Context: an optimization exercise on an open-source flow, tuned for small area. The choices shown serve that exercise and are no tape-out recipe.
In this exercise RTL edits were held to simulation tests only and were not proved equivalent to the original.
Power figures rest on the tool's default switching activity, not on a simulated workload.

==> flow/design.v <==
`timescale  1ns/1ns
module  sdram_pro_top
(
    input   wire            sys_clk         ,
    input   wire            sys_rst_n       ,
    input   wire            wr_fifo_wr_req  ,
    input   wire    [15:0]  wr_fifo_wr_data ,
    input   wire    [22:0]  sdram_wr_b_addr ,
    input   wire    [22:0]  sdram_wr_e_addr ,
    input   wire    [9:0]   wr_burst_len    ,
    output  wire    [9:0]   wr_fifo_num     ,
    input   wire            rd_fifo_rd_req  ,
    input   wire    [22:0]  sdram_rd_b_addr ,
    input   wire    [22:0]  sdram_rd_e_addr ,
    input   wire    [9:0]   rd_burst_len    ,
    output  wire    [15:0]  rd_fifo_rd_data ,
    output  wire    [9:0]   rd_fifo_num     ,
    input   wire            read_valid      ,
    output  wire            init_end        ,
    output  wire            sdram_cke       ,
    output  wire            sdram_cs_n      ,
    output  wire            sdram_ras_n     ,
    output  wire            sdram_cas_n     ,
    output  wire            sdram_we_n      ,
    output  wire    [1:0]   sdram_bank      ,
    output  wire    [11:0]  sdram_addr      ,
    output  wire    [1:0]   sdram_dqm       ,
    input   wire    [15:0]  sdram_dq_in     ,
    output  wire    [15:0]  sdram_dq_out    ,
    output  wire            sdram_dq_oe
);
    localparam A_INIT = 3'd0, A_ARB = 3'd1, A_REF = 3'd2, A_WR = 3'd3, A_RD = 3'd4;
    localparam W_IDLE = 4'd0, W_ACT = 4'd1, W_TRCD = 4'd2, W_BEGIN = 4'd3,
               W_DATA = 4'd4, W_TERM = 4'd5, W_PRE = 4'd6, W_TRP0 = 4'd7,
               W_TRP1 = 4'd8, W_END = 4'd9;
    localparam R_IDLE = 4'd0, R_ACT = 4'd1, R_TRCD = 4'd2, R_RCMD = 4'd3,
               R_CAS0 = 4'd4, R_CAS1 = 4'd5, R_CAS2 = 4'd6, R_DATA = 4'd7,
               R_PLUS = 4'd8, R_TERM = 4'd9, R_PRE = 4'd10, R_TRP0 = 4'd11,
               R_TRP1 = 4'd12, R_END = 4'd13;
    function [23:0] add_23_10;
        input [22:0] a;
        input [9:0]  b;
        integer i;
        reg c;
        begin
            c = 1'b0;
            for(i = 0; i < 23; i = i + 1) begin
                if(i < 10) begin
                    add_23_10[i] = a[i] ^ b[i] ^ c;
                    c = (a[i] & b[i]) | (c & (a[i] ^ b[i]));
                end
                else begin
                    add_23_10[i] = a[i] ^ c;
                    c = a[i] & c;
                end
            end
            add_23_10[23] = c;
        end
    endfunction
    function [13:0] inc_14;
        input [13:0] a;
        integer i;
        reg c;
        begin
            c = 1'b1;
            for(i = 0; i < 14; i = i + 1) begin
                inc_14[i] = a[i] ^ c;
                c = a[i] & c;
            end
        end
    endfunction
    function [4:0] dec_5;
        input [4:0] a;
        integer i;
        reg c;
        begin
            c = 1'b1;
            for(i = 0; i < 5; i = i + 1) begin
                dec_5[i] = a[i] ^ c;
                c = ~a[i] & c;
            end
        end
    endfunction
    function [3:0] add_4;
        input [3:0] a;
        input [3:0] b;
        input       ci;
        integer i;
        reg c;
        begin
            c = ci;
            for(i = 0; i < 4; i = i + 1) begin
                add_4[i] = a[i] ^ b[i] ^ c;
                c = (a[i] & b[i]) | (c & (a[i] ^ b[i]));
            end
        end
    endfunction
    function lt_23;
        input [22:0] a;
        input [22:0] b;
        integer i;
        reg l;
        begin
            l = 1'b0;
            for(i = 0; i < 23; i = i + 1)
                l = (~a[i] & b[i]) | (~a[i] & l) | (b[i] & l);
            lt_23 = l;
        end
    endfunction
    function lt_10;
        input [9:0] a;
        input [9:0] b;
        integer i;
        reg l;
        begin
            l = 1'b0;
            for(i = 0; i < 10; i = i + 1)
                l = (~a[i] & b[i]) | (~a[i] & l) | (b[i] & l);
            lt_10 = l;
        end
    endfunction
    function [22:0] next_addr;
        input [22:0] addr;
        input [22:0] b;
        input [22:0] e;
        input [9:0]  len;
        reg [23:0] s;
        reg bw;
        reg c;
        begin
            s  = add_23_10(addr, len);
            bw = (e[22:10] == 13'd0) & lt_10(e[9:0], len);
            c  = (s[23] == bw) ? lt_23(s[22:0], e) : bw;
            next_addr = c ? s[22:0] : b;
        end
    endfunction
    reg  [13:0] cnt;
    reg         init_done;
    wire        c_hi   = cnt[13] & cnt[10] & cnt[9] & cnt[8] & cnt[4];     
    wire        c_last = c_hi & cnt[3] & cnt[2] & ~cnt[1] & cnt[0];         
    wire        c_749  = cnt[9] & cnt[7] & cnt[6] & cnt[5] & cnt[3] & cnt[2] & cnt[0];
    wire        ref_tick = init_done & c_749;
    always @(posedge sys_clk or negedge sys_rst_n) begin
        if(!sys_rst_n) begin
            cnt       <= 14'd0;
            init_done <= 1'b0;
        end
        else begin
            if(init_done ? c_749 : c_last)
                cnt <= 14'd0;
            else
                cnt <= inc_14(cnt);
            if(c_last)
                init_done <= 1'b1;
        end
    end
    assign init_end = init_done;
    reg  [2:0]  rs_ref;
    reg         atref_end;
    reg         atref_req;
    reg         atref_en, wr_en, rd_en;
    always @(posedge sys_clk or negedge sys_rst_n) begin
        if(!sys_rst_n) begin
            rs_ref    <= 3'd0;
            atref_end <= 1'b0;
            atref_req <= 1'b0;
        end
        else begin
            if(rs_ref == 3'd0)
                rs_ref <= {2'b00, atref_en};
            else
                rs_ref <= inc_14({11'd0, rs_ref});
            atref_end <= rs_ref[2];
            if(ref_tick)
                atref_req <= 1'b1;
            else if(atref_end)
                atref_req <= 1'b0;
        end
    end
    reg  [4:0]  wf_cnt;
    reg  [4:0]  rf_cnt;
    wire        wf_empty = (wf_cnt == 5'd0);
    wire        wf_full  = wf_cnt[4];
    wire        rf_empty = (rf_cnt == 5'd0);
    wire        rf_full  = rf_cnt[4];
    reg         wr_req, rd_req;
    always @(posedge sys_clk or negedge sys_rst_n) begin
        if(!sys_rst_n) begin
            wr_req <= 1'b0;
            rd_req <= 1'b0;
        end
        else begin
            wr_req <= init_done & ~wf_empty;
            rd_req <= init_done & wf_empty & lt_10({5'd0, rf_cnt}, rd_burst_len) & read_valid;
        end
    end
    reg  [3:0]  ws;
    reg  [9:0]  wk;
    reg         wr_end;
    reg         wr_oe;
    reg         wr_oe_d;
    wire [13:0] wk1x    = inc_14({4'd0, wk});
    wire [10:0] wk1     = wk1x[10:0];
    wire        w_lt    = ~wk1[10] & lt_10(wk1[9:0], wr_burst_len);
    wire        w_eq    = wk1 == {1'b0, wr_burst_len};
    wire        wlen_le1 = (wr_burst_len[9:1] == 9'd0);
    wire        wlen_0  = wlen_le1 & ~wr_burst_len[0];
    wire        w_begin = (ws == W_BEGIN);
    wire        w_data  = (ws == W_DATA);
    wire        wr_ack  = w_begin | (w_data & (w_lt | wlen_le1));
    wire        w_flag_ack = w_begin | (w_data & (w_lt | w_eq | wlen_0));
    wire        wr_ack_fall = wr_oe_d & ~wr_oe;
    always @(posedge sys_clk or negedge sys_rst_n) begin
        if(!sys_rst_n) begin
            ws      <= W_IDLE;
            wr_end  <= 1'b0;
            wr_oe   <= 1'b0;
            wr_oe_d <= 1'b0;
        end
        else begin
            case(ws)
                W_IDLE : if(wr_en) ws <= W_ACT;
                W_ACT  : ws <= W_TRCD;
                W_TRCD : if(wk[1:0] == 2'd3) ws <= W_BEGIN;
                W_BEGIN: ws <= W_DATA;
                W_DATA : if(w_eq) ws <= W_TERM;
                W_TERM : ws <= W_PRE;
                W_PRE  : ws <= W_TRP0;
                W_TRP0 : ws <= W_TRP1;
                W_TRP1 : ws <= W_END;
                W_END  : if(wr_en) ws <= W_IDLE;
                default: ws <= W_IDLE;
            endcase
            wr_end  <= (ws == W_TRP0) | (ws == W_TRP1) | (ws == W_END);
            wr_oe   <= wr_ack;
            wr_oe_d <= wr_oe;
        end
    end
    always @(posedge sys_clk) begin
        if((ws == W_TRCD) | w_data)
            wk <= wk1[9:0];
        else
            wk <= 10'd0;
    end
    reg  [3:0]  rs;
    reg  [9:0]  rp;
    reg         rd_end;
    reg         rd_valid;
    wire [13:0] rp1x   = inc_14({4'd0, rp});
    wire [9:0]  rp1    = rp1x[9:0];
    wire [13:0] rp4x   = inc_14({6'd0, rp[9:2]});
    wire        r_bend = ({rp4x[8:0], rp[1:0]} == {1'b0, wr_burst_len});
    wire        r_pend = (rp1 == wr_burst_len);
    wire        r_dp   = (rs == R_DATA) | (rs == R_PLUS);
    wire        rd_ack_fall = (rs == R_TRP0);
    always @(posedge sys_clk or negedge sys_rst_n) begin
        if(!sys_rst_n) begin
            rs       <= R_IDLE;
            rd_end   <= 1'b0;
            rd_valid <= 1'b0;
        end
        else begin
            case(rs)
                R_IDLE : if(rd_en) rs <= R_ACT;
                R_ACT  : rs <= R_TRCD;
                R_TRCD : if(rp[1:0] == 2'd3) rs <= R_RCMD;
                R_RCMD : rs <= R_CAS0;
                R_CAS0 : rs <= R_CAS1;
                R_CAS1 : rs <= R_CAS2;
                R_CAS2 : rs <= R_DATA;
                R_DATA : if(r_bend) rs <= R_PLUS;
                R_PLUS : if(r_pend) rs <= R_TERM;
                R_TERM : rs <= R_PRE;
                R_PRE  : rs <= R_TRP0;
                R_TRP0 : rs <= R_TRP1;
                R_TRP1 : rs <= R_END;
                R_END  : if(rd_en) rs <= R_IDLE;
                default: rs <= R_IDLE;
            endcase
            rd_end   <= (rs == R_TRP0) | (rs == R_TRP1) | (rs == R_END);
            rd_valid <= r_dp;
        end
    end
    always @(posedge sys_clk) begin
        if((rs == R_TRCD) | r_dp)
            rp <= rp1;
        else
            rp <= 10'd0;
    end
    reg  [22:0] wa_q;
    reg         wa_v;
    reg  [22:0] ra_q;
    reg         ra_v;
    wire [22:0] wa = wa_v ? wa_q : sdram_wr_b_addr;
    wire [22:0] ra = ra_v ? ra_q : sdram_rd_b_addr;
    always @(posedge sys_clk or negedge sys_rst_n) begin
        if(!sys_rst_n) begin
            wa_v <= 1'b0;
            ra_v <= 1'b0;
        end
        else begin
            if(wr_ack_fall) wa_v <= 1'b1;
            if(rd_ack_fall) ra_v <= 1'b1;
        end
    end
    always @(posedge sys_clk) begin
        if(wr_ack_fall)
            wa_q <= next_addr(wa, sdram_wr_b_addr, sdram_wr_e_addr, wr_burst_len);
        if(rd_ack_fall)
            ra_q <= next_addr(ra, sdram_rd_b_addr, sdram_rd_e_addr, rd_burst_len);
    end
    reg  [2:0]  arb;
    reg  [2:0]  arb_nxt;
    always @(*) begin
        case(arb)
            A_INIT : arb_nxt = init_done ? A_ARB : A_INIT;
            A_ARB  : begin
                if(atref_req) begin
                    if(wr_end | rd_end | ~(wr_req | rd_req))
                        arb_nxt = A_REF;
                    else
                        arb_nxt = A_ARB;
                end
                else if(wr_req)
                    arb_nxt = A_WR;
                else if(rd_req)
                    arb_nxt = A_RD;
                else
                    arb_nxt = A_ARB;
            end
            A_REF  : arb_nxt = atref_end ? A_ARB : A_REF;
            A_WR   : arb_nxt = wr_end ? A_ARB : A_WR;
            A_RD   : arb_nxt = rd_end ? A_ARB : A_RD;
            default: arb_nxt = A_ARB;
        endcase
    end
    always @(posedge sys_clk or negedge sys_rst_n) begin
        if(!sys_rst_n) begin
            arb      <= A_INIT;
            atref_en <= 1'b0;
            wr_en    <= 1'b0;
            rd_en    <= 1'b0;
        end
        else begin
            arb      <= arb_nxt;
            atref_en <= (arb == A_REF);
            wr_en    <= (arb == A_WR);
            rd_en    <= (arb == A_RD);
        end
    end
    reg  [3:0]  o_cmd;
    reg  [1:0]  o_bank;
    reg  [11:0] o_addr;
    reg  [3:0]  n_cmd;
    reg  [1:0]  n_bank;
    reg  [11:0] n_addr;
    always @(*) begin
        n_cmd  = 4'b0111;
        n_bank = 2'b11;
        n_addr = 12'hfff;
        case(arb_nxt)
            A_INIT : begin
                if(c_hi) begin
                    case(cnt[3:0])
                        4'd0, 4'd1 : n_cmd = 4'b0010;
                        4'd2, 4'd7 : n_cmd = 4'b0001;
                        4'd12      : begin
                            n_cmd  = 4'b0000;
                            n_bank = 2'b00;
                            n_addr = 12'b00_0_00_011_0_111;
                        end
                        default    : ;
                    endcase
                end
            end
            A_REF : begin
                if(rs_ref == 3'd1 || rs_ref == 3'd2)
                    n_cmd = 4'b0010;
                else if(rs_ref == 3'd3)
                    n_cmd = 4'b0001;
            end
            A_WR : begin
                case(ws)
                    W_IDLE : n_cmd = 4'b0010;
                    W_ACT  : begin
                        n_cmd  = 4'b0011;
                        n_addr = wa[20:9];
                        n_bank = wa[22:21];
                    end
                    W_BEGIN: begin
                        n_cmd  = 4'b0100;
                        n_addr = {3'd0, wa[8:0]};
                        n_bank = wa[22:21];
                    end
                    W_DATA : if(w_eq) n_cmd = 4'b0110;
                    W_TERM : n_cmd = 4'b0110;
                    W_PRE  : begin
                        n_cmd  = 4'b0010;
                        n_bank = wa[22:21];
                    end
                    default: ;
                endcase
            end
            A_RD : begin
                case(rs)
                    R_ACT  : begin
                        n_cmd  = 4'b0011;
                        n_addr = ra[20:9];
                        n_bank = ra[22:21];
                    end
                    R_RCMD : begin
                        n_cmd  = 4'b0101;
                        n_addr = {3'd0, ra[8:0]};
                        n_bank = ra[22:21];
                    end
                    R_DATA : if(r_bend) n_cmd = 4'b0110;
                    R_TERM : n_cmd = 4'b0110;
                    R_PRE  : begin
                        n_cmd  = 4'b0010;
                        n_bank = ra[22:21];
                    end
                    default: ;
                endcase
            end
            default: ;
        endcase
    end
    always @(posedge sys_clk or negedge sys_rst_n) begin
        if(!sys_rst_n) begin
            o_cmd  <= 4'b0111;
            o_bank <= 2'b11;
            o_addr <= 12'hfff;
        end
        else begin
            o_cmd  <= n_cmd;
            o_bank <= n_bank;
            o_addr <= n_addr;
        end
    end
    assign {sdram_cs_n, sdram_ras_n, sdram_cas_n, sdram_we_n} = o_cmd;
    assign sdram_bank = o_bank;
    assign sdram_addr = o_addr;
    assign sdram_cke  = 1'b1;
    assign sdram_dqm  = 2'b00;
    reg  [15:0] wf_mem [0:15];
    reg  [3:0]  wf_wp;
    wire [3:0]  wf_last = add_4(wf_wp, ~wf_cnt[3:0], 1'b0);
    wire        wf_push = wr_fifo_wr_req & ~wf_full;
    wire        wf_pop  = wr_ack & ~wf_empty;
    always @(posedge sys_clk or negedge sys_rst_n) begin
        if(!sys_rst_n) begin
            wf_cnt  <= 5'd0;
            wf_wp   <= 4'd0;
        end
        else begin
            if(wf_push)
                wf_wp <= inc_14({10'd0, wf_wp});
            if(wf_push & ~wf_pop)
                wf_cnt <= inc_14({9'd0, wf_cnt});
            else if(wf_pop & ~wf_push)
                wf_cnt <= dec_5(wf_cnt);
        end
    end
    always @(posedge sys_clk) begin
        if(wf_push)
            wf_mem[wf_wp] <= wr_fifo_wr_data;
    end
    assign wr_fifo_num  = {5'd0, wf_cnt};
    assign sdram_dq_oe  = wr_oe;
    wire [15:0] wf_sel = 16'd1 << wf_last;
    reg  [15:0] wf_rd;
    integer wi;
    always @(*) begin
        wf_rd = 16'd0;
        for(wi = 0; wi < 16; wi = wi + 1)
            wf_rd = wf_rd | (wf_mem[wi] & {16{wf_sel[wi]}});
    end
    assign sdram_dq_out = w_flag_ack ? wf_rd : 16'd999;
    reg  [15:0] rf_mem [0:15];
    reg  [3:0]  rf_wp;
    wire [3:0]  rf_rp = add_4(rf_wp, ~rf_cnt[3:0], 1'b1);
    reg  [15:0] rf_q;
    wire [15:0] rf_sel = 16'd1 << rf_rp;
    reg  [15:0] rf_rd;
    integer ri;
    always @(*) begin
        rf_rd = 16'd0;
        for(ri = 0; ri < 16; ri = ri + 1)
            rf_rd = rf_rd | (rf_mem[ri] & {16{rf_sel[ri]}});
    end
    wire        rf_push = rd_valid & ~rf_full;
    wire        rf_pop  = rd_fifo_rd_req & ~rf_empty;
    wire [13:0] rf_cnt_inc = inc_14({9'd0, rf_cnt});
    wire [13:0] rf_wp_inc  = inc_14({10'd0, rf_wp});
    wire [4:0]  rf_cnt_nxt = (rf_push & ~rf_pop) ? rf_cnt_inc[4:0] :
                             (rf_pop & ~rf_push) ? dec_5(rf_cnt) : rf_cnt;
    wire [3:0]  rf_wp_nxt  = rf_push ? rf_wp_inc[3:0] : rf_wp;
    always @(posedge sys_clk or negedge sys_rst_n) begin
        if(!sys_rst_n) begin
            rf_cnt <= 5'd0;
            rf_wp  <= 4'd0;
            rf_q   <= 16'd0;
        end
        else begin
            rf_cnt <= rf_cnt_nxt;
            rf_wp  <= rf_wp_nxt;
            if(rf_pop) begin
                rf_q  <= rf_rd;
            end
        end
    end
    always @(posedge sys_clk) begin
        if(r_dp & ~rf_cnt_nxt[4])
            rf_mem[rf_wp_nxt] <= sdram_dq_in;
    end
    assign rd_fifo_num     = {5'd0, rf_cnt};
    assign rd_fifo_rd_data = rf_q;
endmodule
==> flow/flow/run.sh <==
#!/bin/bash
# Layout flow: the standard flow (standard.sh, unchanged synthesis), with
# two make variables added:
#  - the port buffers are sky130_fd_sc_hd__buf_1 (the smallest buffer)
#    instead of the cell buffer_ports picks by default;
set -euo pipefail
CTS="-sink_clustering_enable -repair_clock_nets -dont_use_dummy_load"
CTS="$CTS -buf_list sky130_fd_sc_hd__clkbuf_16"
CTS="$CTS -sink_clustering_size ${CTS_SIZE:-24} -sink_clustering_max_diameter ${CTS_DIAM:-100}"
bash standard.sh \
  "BUFFER_PORTS_ARGS=-inputs -outputs -buffer_cell sky130_fd_sc_hd__buf_1" \
  "CTS_ARGS=$CTS" \
  finish > make.log 2>&1
==> flow/standard.sh <==
#!/bin/bash
# synth_recipe.tcl (not shown) runs the flow's synth.tcl, then flattens the netlist and writes it again
# the make line also repeats each setting of config.mk as NAME=value (left out here)
make -C /OpenROAD-flow-scripts/flow DESIGN_CONFIG=/design/flow/config.mk WORK_HOME=/design/flow/orfs CLKGATE_MAP_FILE= SYNTH_SCRIPT=/design/flow/synth_recipe.tcl "${@:-finish}"
==> flow/config.mk <==
export PLATFORM = sky130hd
export DESIGN_NAME = sdram_pro_top
export DESIGN_NICKNAME = sdram_pro_top
export VERILOG_FILES = /design/flow/design.v
export SDC_FILE = /design/flow/constraint.sdc
export NUM_CORES = 4
export LEC_CHECK = 0
export CAP_MARGIN = 20
export CORE_MARGIN = 2
export CORE_UTILIZATION = 65
export GPL_TIMING_DRIVEN = 0
export SLEW_MARGIN = 20
==> flow/constraint.sdc <==
create_clock -name core_clock -period 10.0 [get_ports {sys_clk}]
set_input_delay 2.0000 -clock core_clock [delete_from_list [all_inputs] [get_ports {sys_clk}]]
set_output_delay 2.0000 -clock core_clock [all_outputs]
set_load 0.01 [all_outputs]
==> results.cfg, run 1 <==
[synthesis]
synth-edff-count = 558
synthFlopType = edfxtp_1
yosys.area.top_type = edfxtp_1
yosys.cell_count.top_type = edfxtp_1
ys_warn_count = 1
avgSynthCellArea_sq_um = 14.2
async_flop_share_pct = 14.0
synth-seq-cells = 672
yosysSeqAreaShare_pct = 66.3
synth_common_cells = edfxtp_1 (558), a22oi_1 (165), nor2_1 (113)
synthTopCellsByArea = edfxtp_1 (57%), dfrtp_1 (6.5%), ha_1 (4.2%)
synth_cells = 2077
yosysUniqueCellTypes = 74
syn-cell-area_sq_um = 29500
netlist.area_leader.share_pct = 56.9

[timing]
slew_headroom_pct = 22.7
worstMarginPinSlew_ns = 1.15
hold_ws_ns = 0.385
clock_skew_ns = 0.0237
fin_crit_ns = 9.77
timing.fmax_ghz = 0.102
fin_crit_sh_pct = 97.7
finalHoldViolations = 0
finalSetupTns_ns = 0
maxSlewViolCount = 0
finalSetupViolCount = 0

[setup_path]
cp_num_buf_inv = 4
endpoint_kind = flop
slowest_delay_ns = 0.41
critPathKind = input port to flop
cp_max_fo = 10
cpLargestDelayFamily = adder cells
arrival_ns = 10.14
reg2reg_from = ra_v
rrSetupSlack_ns = 0.60
slowest_stage = fa_1
worstPathRequired_ns = 10.37
crit_top_cell = ha_1
critPathLaunchType = input port
startpoint = sdram_wr_b_addr[0]

[detailed_routing]
ant_nets = 0
wl_mm = 77.3
first_iter_violations = 2451
vias_per_cell = 6.63
num_vias = 19434
avgRoutedWirePerCell_um = 26.4
drcViolationCount = 0
firstDrtPassIters = 5

[placed_design]
place_area_sq_um = 31300
dp_hpwl_mm = 50.7
port_buffers = 209
numPlacedInstances = 2897
place_congestion = 0.940

[clocking]
cts_root_buffer = clkbuf_16
cts_buffers = 31
clk_latency_ns = 0.62
tritoncts = built
path_clk_slew_ns = 0.09
clockBufferDepth = 3
htree_levels = 1
numClockSinks = 672
hold_buffers = 0

[floorplan]
boundaryPins = 224
die_w_um = 217
coreArea_sq_um = 44500
start_util_pct = 66.2
num_rows = 77
fp.dieH_um = 217
die_area_sq_um = 47000

[grt]
overflow = 0
grt_pass1_vias = 19089
grt_pass1_wl_mm = 114
grt_max_degree = 34
grtUsageTotal_pct = 32.5
antenna_found_initial = 5

[power]
fin_total_pwr_mw = 8.98
p_leak_nw = 11.1
power.density_nw_per_um2 = 279
max-vdd-ir-drop_uv = 261

[final_layout]
nets = 2610
stdcell_count = 2932
drive_gt1_share_pct = 9.58
fillers = 3039
fin_area_sq_um = 32200
syn2layout_area_growth_pct = 9.26

[hold_path]
holdCritStartpoint = rs_ref[2]
hp-class = flop to flop

[status]
status = timing/DRC/antenna clean

[run]
max_cap_viol_count = 0
[layout make-up]
type	instances	area, sq um	share of cell area [%]
inverters	109	409	1.27
clock buffers	31	776	2.41
plain buffers	94	444	1.38
multi-input cells	1214	9360	29.1
flip-flops and latches	672	19500	60.7
repair buffers	217	915	2.84
well taps	592	741	2.30
diodes	3	7.51	0.0233
[worst register-to-register path: cells and delay by family (launching register included)]
kind | cells | cell delay (ns)
buffers and inverters | 5 | 1.09
AND/OR/NAND/NOR | 3 | 0.72
AO/OA/AOI/OAI | 3 | 0.56
adder cells (fa/ha/maj) | 22 | 5.74
multiplexers | 2 | 0.73
flip-flops | 1 | 0.33
[cell usage in the layout, fill, tap and decap left out, types with 41 or more instances in the layout]
cell      netlist  routed
a221oi_1       53      52
a22o_1         52      52
a22oi_1       165     165
buf_1           3     210
clkbuf_1       71      71
dfrtp_1        77      77
edfxtp_1      558     558
ha_1          100     100
inv_1         109     108
mux2_2         80      80
nand2_1        79      79
nand3_1        41      41
nor2_1        113      96
o21ai_0        63      63
[where the power goes]
part / switching [mW] / internal (mW) / leakage (nW)
Clock: 0.806 / 0.552 / 0.382
Sequential: 0.122 / 3.32 / 6.34
Combinational: 2.73 / 1.46 / 4.36
[layer usage]
layer / vias up / share of wire [%] / track usage (%)
met5: - / 0.030 / 0
met4: 2 / 3.5 / 11.0
met3: 165 / 10 / 5.38
met2: 1099 / 47 / 53.2
met1: 9634 / 39 / 45.0
li1: 8534 / - / -
[final timing paths]
| check | to | depth (start not counted) |
|---|---|---|
| min reg2reg | atref_end | 0 |
| min in group asynchronous | o_addr[4] | 1 |
| max reg2reg | ra_q[15] | 35 |
| min | atref_end | 0 |
| max | wa_q[15] | 35 |
| max in group asynchronous | ws[1] | 4 |
[metrics by stage]
step	worst slack [ns]	util, %
6_report	0.232	72.3
5_1_grt	-0.0105	72.3
4_1_cts	0.0110	72.1
3_5_place_dp	-0.669	70.3
3_3_place_gp	-0.622	69.7
2_1_floorplan	0.111	-
[state kept, by name, indices dropped and copies added, names as in the netlist, 10 cells and up]
register	cells
cnt	14
o_addr	12
ra_q	23
rf_mem	256
rf_q	16
rp	10
wa_q	23
wf_mem	256
wk	10
[cells by family after synthesis]
logic type	share of synthesized area [%]
AND/OR/NAND/NOR	7.97
other	0.0255
multiplexers	3.47
buffers and inverters	2.87
adder cells (fa/ha/maj)	6.27
XOR/XNOR	1.19
flip-flops	66.3
AO/OA/AOI/OAI	11.9
[repair_timing]
item                                   CTS  global route
pin swaps                                3             6
gates resized for setup                  3            17
buffers inserted                         0             1
cloned                                   0             0
endpoints found under the hold margin    0             0
setup endpoints to repair               17            41
==> run 2: changes to the inputs <==
--- a/flow/config.mk
+++ b/flow/config.mk
@@ -8,5 +8,4 @@
 export CAP_MARGIN = 20
 export CORE_MARGIN = 2
 export CORE_UTILIZATION = 65
-export GPL_TIMING_DRIVEN = 0
 export SLEW_MARGIN = 20
==> run 2 against run 1 <==
Against the previous run: core utilization is 0.13 points higher; clock skew grew 0.012 ns; final cell count down 0.78%; area after synthesis unchanged; non-clock buffer count decreased by 25; critical path depth did not move; total power about the same.
==> results.cfg, run 2 <==
[status]
status = timing/DRC/antenna clean

[final_layout]
syn2layout_area_growth_pct = 9.46
final_common_cell = edfxtp_1
drive_gt1_share_pct = 11.7
stdcell_count = 2909
multi_input_area_sq_um = 9380
mostFrequentLayoutCells = edfxtp_1 (558), buf_1 (208), a22oi_1 (165)
regArea_sq_um = 19500
nets = 2588
fillers = 2974
largestRegisters = rf_mem (256), wf_mem (256)

[timing]
finalHoldViolations = 0
maxSlewViolCount = 0
fin_crit_sh_pct = 96.4
slew_headroom_pct = 23.6
worstMarginPinSlew_ns = 1.15
timing.fmax_ghz = 0.104
clock_skew_ns = 0.0355
finalSetupViolCount = 0
finalSetupTns_ns = 0
fin_crit_ns = 9.64

[grt]
grt_pass1_wl_mm = 114
grt_pass1_vias = 18761
antenna_found_initial = 5
overflow = 0
grtUsageTotal_pct = 32.4
grt_max_degree = 54

[synthesis]
synthTopCellsByArea = edfxtp_1 (57%), dfrtp_1 (6.5%), ha_1 (4.2%)
yosysSeqAreaShare_pct = 66.3
yosys.area.top_type = edfxtp_1
synth_cells = 2077
synth-seq-cells = 672
syn-cell-area_sq_um = 29500
synthFlopType = edfxtp_1
ys_warn_count = 1
yosys.cell_count.top_type = edfxtp_1
netlist.area_leader.share_pct = 56.9
yosysUniqueCellTypes = 74
synth_common_cells = edfxtp_1 (558), a22oi_1 (165), nor2_1 (113)
async_flop_share_pct = 14.0
avgSynthCellArea_sq_um = 14.2
synth-edff-count = 558

[power]
max-vdd-ir-drop_uv = 242
power.density_nw_per_um2 = 279
p_leak_nw = 11.3

[clocking]
numClockSinks = 672
htree_levels = 1
cts_root_buffer = clkbuf_16
tritoncts = built
hold_buffers = 0
clk_latency_ns = 0.64
cts_buffers = 31
path_clk_slew_ns = 0.09
clockBufferDepth = 3

[detailed_routing]
avgRoutedWirePerCell_um = 26.4
first_iter_violations = 2483
firstDrtPassIters = 5
wl_mm = 76.7
num_vias = 19322
drcViolationCount = 0
ant_nets = 0
vias_per_cell = 6.64

[setup_path]
critPathLaunchType = input port
reg2reg_from = wa_v
slowest_stage = fa_1
crit_top_cell = ha_1
arrival_ns = 10.01
slowest_delay_ns = 0.43
cp_max_fo = 10
critPathKind = input port to flop
endpoint_kind = flop
worstPathRequired_ns = 10.37
startpoint = sdram_wr_b_addr[0]

[hold_path]
hp-class = flop to flop
holdCritStartpoint = rs_ref[2]

[placed_design]
numPlacedInstances = 2865
port_buffers = 209
place_congestion = 0.908
dp_hpwl_mm = 48.8

[floorplan]
coreArea_sq_um = 44500
die_area_sq_um = 47000
die_w_um = 217
start_util_pct = 66.2
fp.dieH_um = 217
num_rows = 77
boundaryPins = 224

[run]
max_cap_viol_count = 0
==> run 2: cell counts after synthesis <==
Identical to the previous run, type by type.
==> run 2: layout make-up <==
class,count,share of cell area [%]
Antenna cell,2,0.0155
Clock buffer,31,2.41
Inverter,109,1.27
Multi-Input combinational cell,1217,29.1
Sequential cell,672,60.6
Tap cell,592,2.30
Timing Repair Buffer,286,4.32
==> run 2: logic make-up after synthesis <==
kind of cell               share of synthesized area [%]
DFF                                                 66.3
AOI/OAI and AO/OA                                   11.9
muxes                                               3.47
other                                             0.0255
and+or+nand+nor                                     7.97
adders and majority gates                           6.27
buffers and inverters                               2.87
xor gates and xnor gates                            1.19
==> run 2: what timing repair did <==
| item | CTS | global route |
|---|---|---|
| pin swaps | 0 | 9 |
| setup buffers | 0 | 7 |
| endpoints found under the setup margin | 22 | 45 |
| gates cloned | 0 | 3 |
| gates resized for setup | 1 | 17 |
==> run 2: path summary, 6_finish.rpt <==
path / endpoint / slack (ns) / depth (start not counted)
max: wa_q[19] / 0.36 / 35
min: atref_end / 0.39 / 0
max reg2reg: wa_q[19] / 1.24 / 34
min reg2reg: atref_end / 0.39 / 0
max in group asynchronous: wf_wp[0] / 7.40 / 2
min in group asynchronous: init_done / 1.43 / 1
==> run 2: critical path: cells and delay by family <==
family / cells / cell delay (ns)
buffers and inverters: 4 / 0.39
AOI/OAI and AO/OA: 3 / 0.75
adders and majority gates: 22 / 5.71
muxes: 2 / 0.57
and+or+nand+nor: 4 / 0.58
==> run 2: through the flow <==
stage	utilization, %	hold slack, ns	total power [mW]	instance area (sq um)	worst slack (ns)
global placement	70.1	0.361	7.45	31200	-0.684
detailed placement	70.2	0.368	7.54	31200	-0.791
CTS	71.9	0.390	8.87	32000	0.0611
finish	72.4	0.387	8.99	32200	0.364
floorplan	-	0.354	6.08	29500	0.111
global route	72.4	0.424	9.43	32200	-0.0212
==> run 2: layer usage <==
| layer | part of all wire (%) | track usage (%) |
|---|---|---|
| met1 | 40 | 46.7 |
| met2 | 47 | 52.1 |
| met3 | 10 | 4.91 |
| met4 | 3.0 | 9.50 |
| met5 | 0.055 | 0 |
==> run 2: power by group <==
group | switching [mW] | internal, mW
clock network | 0.812 | 0.551
logic | 2.61 | 1.53
registers | 0.165 | 3.32
==> run 3: changes to the inputs <==
--- a/flow/flow/run.sh
+++ b/flow/flow/run.sh
@@ -6,7 +6,7 @@
 set -euo pipefail
 CTS="-sink_clustering_enable -repair_clock_nets -dont_use_dummy_load"
 CTS="$CTS -buf_list sky130_fd_sc_hd__clkbuf_16"
-CTS="$CTS -sink_clustering_size ${CTS_SIZE:-24} -sink_clustering_max_diameter ${CTS_DIAM:-100}"
+CTS="$CTS -sink_clustering_size 32 -sink_clustering_max_diameter 60"
 bash standard.sh \
   "BUFFER_PORTS_ARGS=-inputs -outputs -buffer_cell sky130_fd_sc_hd__buf_1" \
   "CTS_ARGS=$CTS" \
==> run 3 against run 2 <==
Against the previous run: still clean; worst hold slack worse by 0.0034 ns; sequential share of layout area fell by 0.47 points; die area is the same; critical path depth is 1 lower; synthesized cell count stayed put; maximum frequency is 0.28% higher; area after synthesis unchanged; sequential power about the same; final cell count increased by 0.28%; flip-flop and latch count unchanged; largest cell class unchanged; largest power group unchanged.
==> results.cfg, run 3 <==
[synthesis]
ys_warn_count = 1
syn-cell-area_sq_um = 29500
synth-seq-cells = 672
async_flop_share_pct = 14.0
synthTopCellsByArea = edfxtp_1 (57%), dfrtp_1 (6.5%), ha_1 (4.2%)
avgSynthCellArea_sq_um = 14.2
yosysSeqAreaShare_pct = 66.3
yosys.area.top_type = edfxtp_1
synthFlopType = edfxtp_1
synth-edff-count = 558
netlist.area_leader.share_pct = 56.9
synth_cells = 2077
synth_common_cells = edfxtp_1 (558), a22oi_1 (165), nor2_1 (113)
yosysUniqueCellTypes = 74
yosys.cell_count.top_type = edfxtp_1

[setup_path]
arrival_ns = 9.91
rrSetupSlack_ns = 1.38
slowest_stage = fa_1
slowest_delay_ns = 0.39
r2r_end = wa_q[0]
critPathLaunchType = input port
worstPathRequired_ns = 10.30
critPathKind = input port to flop
reg2regPathDepth = 33
crit_top_cell = ha_1
endpoint_kind = flop
reg2reg_from = wa_v
path_depth = 34
cp_max_fo = 5
cp_num_buf_inv = 3
cpLargestDelayFamily = adder cells

[grt]
grt_max_degree = 54
overflow = 0
antenna_found_initial = 5
grtUsageTotal_pct = 32.6
grt_pass1_vias = 18908
grt_pass1_wl_mm = 114

[placed_design]
dp_hpwl_mm = 48.8
place_congestion = 0.908
dp_worst_setup_slack_ns = -0.791
place_area_sq_um = 31200
numPlacedInstances = 2865
port_buffers = 209

[timing]
slew_headroom_pct = 25.6
maxSlewViolCount = 0
clock_skew_ns = 0.0882
finalSetupTns_ns = 0
fin_ws_ns = 0.392
hold_ws_ns = 0.384
fin_crit_sh_pct = 96.1
fin_crit_ns = 9.61
finalSetupViolCount = 0
worstMarginPinSlew_ns = 1.12
timing.fmax_ghz = 0.104
finalHoldViolations = 0
rsz0062_at_grt = no

[final_layout]
stdcell_count = 2917
mostFrequentLayoutCells = edfxtp_1 (558), buf_1 (208), a22oi_1 (165)
syn2layout_area_growth_pct = 10.3
postLayoutCoreUtil_pct = 73.0
drive_gt1_share_pct = 12.4
nets = 2596
largestRegisters = rf_mem (256), wf_mem (256)
final_common_cell = edfxtp_1
fillers = 2965
fin_area_sq_um = 32500

[floorplan]
num_rows = 77
fp.dieH_um = 217
start_util_pct = 66.2
coreArea_sq_um = 44500
die_area_sq_um = 47000
boundaryPins = 224
die_w_um = 217

[hold_path]
whs_path_depth = 0
hp-class = flop to flop
holdCritStartpoint = rs_ref[2]
holdPathEnd = atref_end

[detailed_routing]
num_vias = 19366
first_iter_violations = 2450
ant_nets = 0
avgRoutedWirePerCell_um = 26.3
drcViolationCount = 0
vias_per_cell = 6.64
wl_mm = 76.8
firstDrtPassIters = 6

[run]
max_cap_viol_count = 0

[clocking]
htree_levels = 2
numClockSinks = 672
cts_buffers = 40
path_clk_slew_ns = 0.08
tritoncts = built
cts_root_buffer = clkbuf_16
clk_latency_ns = 0.62
hold_buffers = 0
clockBufferDepth = 3

[power]
max-vdd-ir-drop_uv = 228
p_leak_nw = 11.3
power.density_nw_per_um2 = 282
fin_total_pwr_mw = 9.18

[status]
status = timing/DRC/antenna clean
run 3: logic make-up after synthesis:
group | Yosys count | share of synthesized area [%]
AO/OA/AOI/OAI | 474 | 11.9
multiplexers | 92 | 3.47
other | 2 | 0.0255
buffers and inverters | 203 | 2.87
AND/OR/NAND/NOR | 457 | 7.97
XOR/XNOR | 40 | 1.19
flip-flops | 672 | 66.3
adder cells (fa/ha/maj) | 137 | 6.27
run 3: worst max-delay path by stage:
stage	start	endpoint	slack [ns]
after floorplan	sdram_wr_b_addr[0]	wa_q[15]	0.11
after global placement	sdram_wr_b_addr[0]	wa_q[17]	-0.68
after detailed placement	sdram_wr_b_addr[0]	wa_q[14]	-0.79
after CTS	sdram_wr_b_addr[0]	wa_q[7]	0.02
after global routing	sdram_rd_b_addr[0]	ra_q[21]	0.02
final	sdram_wr_b_addr[0]	wa_q[0]	0.39
run 3: report_power, final:
group	switching [mW]	total [mW]	internal, mW
logic	2.62	4.15	1.53
clock network	0.836	1.55	0.712
registers	0.165	3.48	3.32
total	3.62	9.18	5.56
run 3: area by class of cell:
class	instances	area [sq um]	share of cell area, %
clock buffers	40	1000	3.08
repair buffers	283	1370	4.22
flip-flops and latches	672	19500	60.1
diodes	2	5.00	0.0154
well taps	592	741	2.28
multi-input cells	1219	9430	29.0
inverters	109	409	1.26
run 3: routing by layer:
metal,global-route usage [%],up-vias,share of wire (%)
li1,-,8527,-
met1,46.2,9536,39
met2,51.9,1122,47
met3,5.31,175,10
met4,11.5,6,3.5
met5,0,-,0.053
run 3: repair_timing:
action | CTS | global route
setup endpoints to repair | 22 | 46
pin swaps | 0 | 11
setup buffers | 0 | 4
gates resized for setup | 1 | 26
cloned | 0 | 5

port drivers added, routing unchanged:
Ports are ideal in the flow. The routed layouts listed here were re-timed in OpenROAD. Step 1 assumes that a clkbuf_16 drives the clock port and a buf_2 every other input. Step 2 times the ports against the registers' clock, not the clock port: input delays grow and output delays shrink by t, the midpoint of the rising clock arrivals with the driver on. Slacks: ideal / step 1 / step 2; pairs: ideal / step 1.
run | t (ns) | setup slack, ns | hold slack, ns | clock arrival spread, ns
run 1 | 0.665 | 0.232 / 0.261 / -0.404 | 0.385 / 0.385 / 0.385 | 0.025 / 0.025
run 2 | 0.688 | 0.364 / 0.397 / -0.291 | 0.387 / 0.387 / 0.387 | 0.036 / 0.037
run 3 | 0.639 | 0.392 / 0.426 / -0.213 | 0.384 / 0.384 / 0.384 | 0.093 / 0.093
With both steps, setup timing fails in every run listed, where it was met with ideal ports. The setup slack of run 2, which loses most, moves by +0.033 ns with the drivers and by -0.655 ns with both steps.
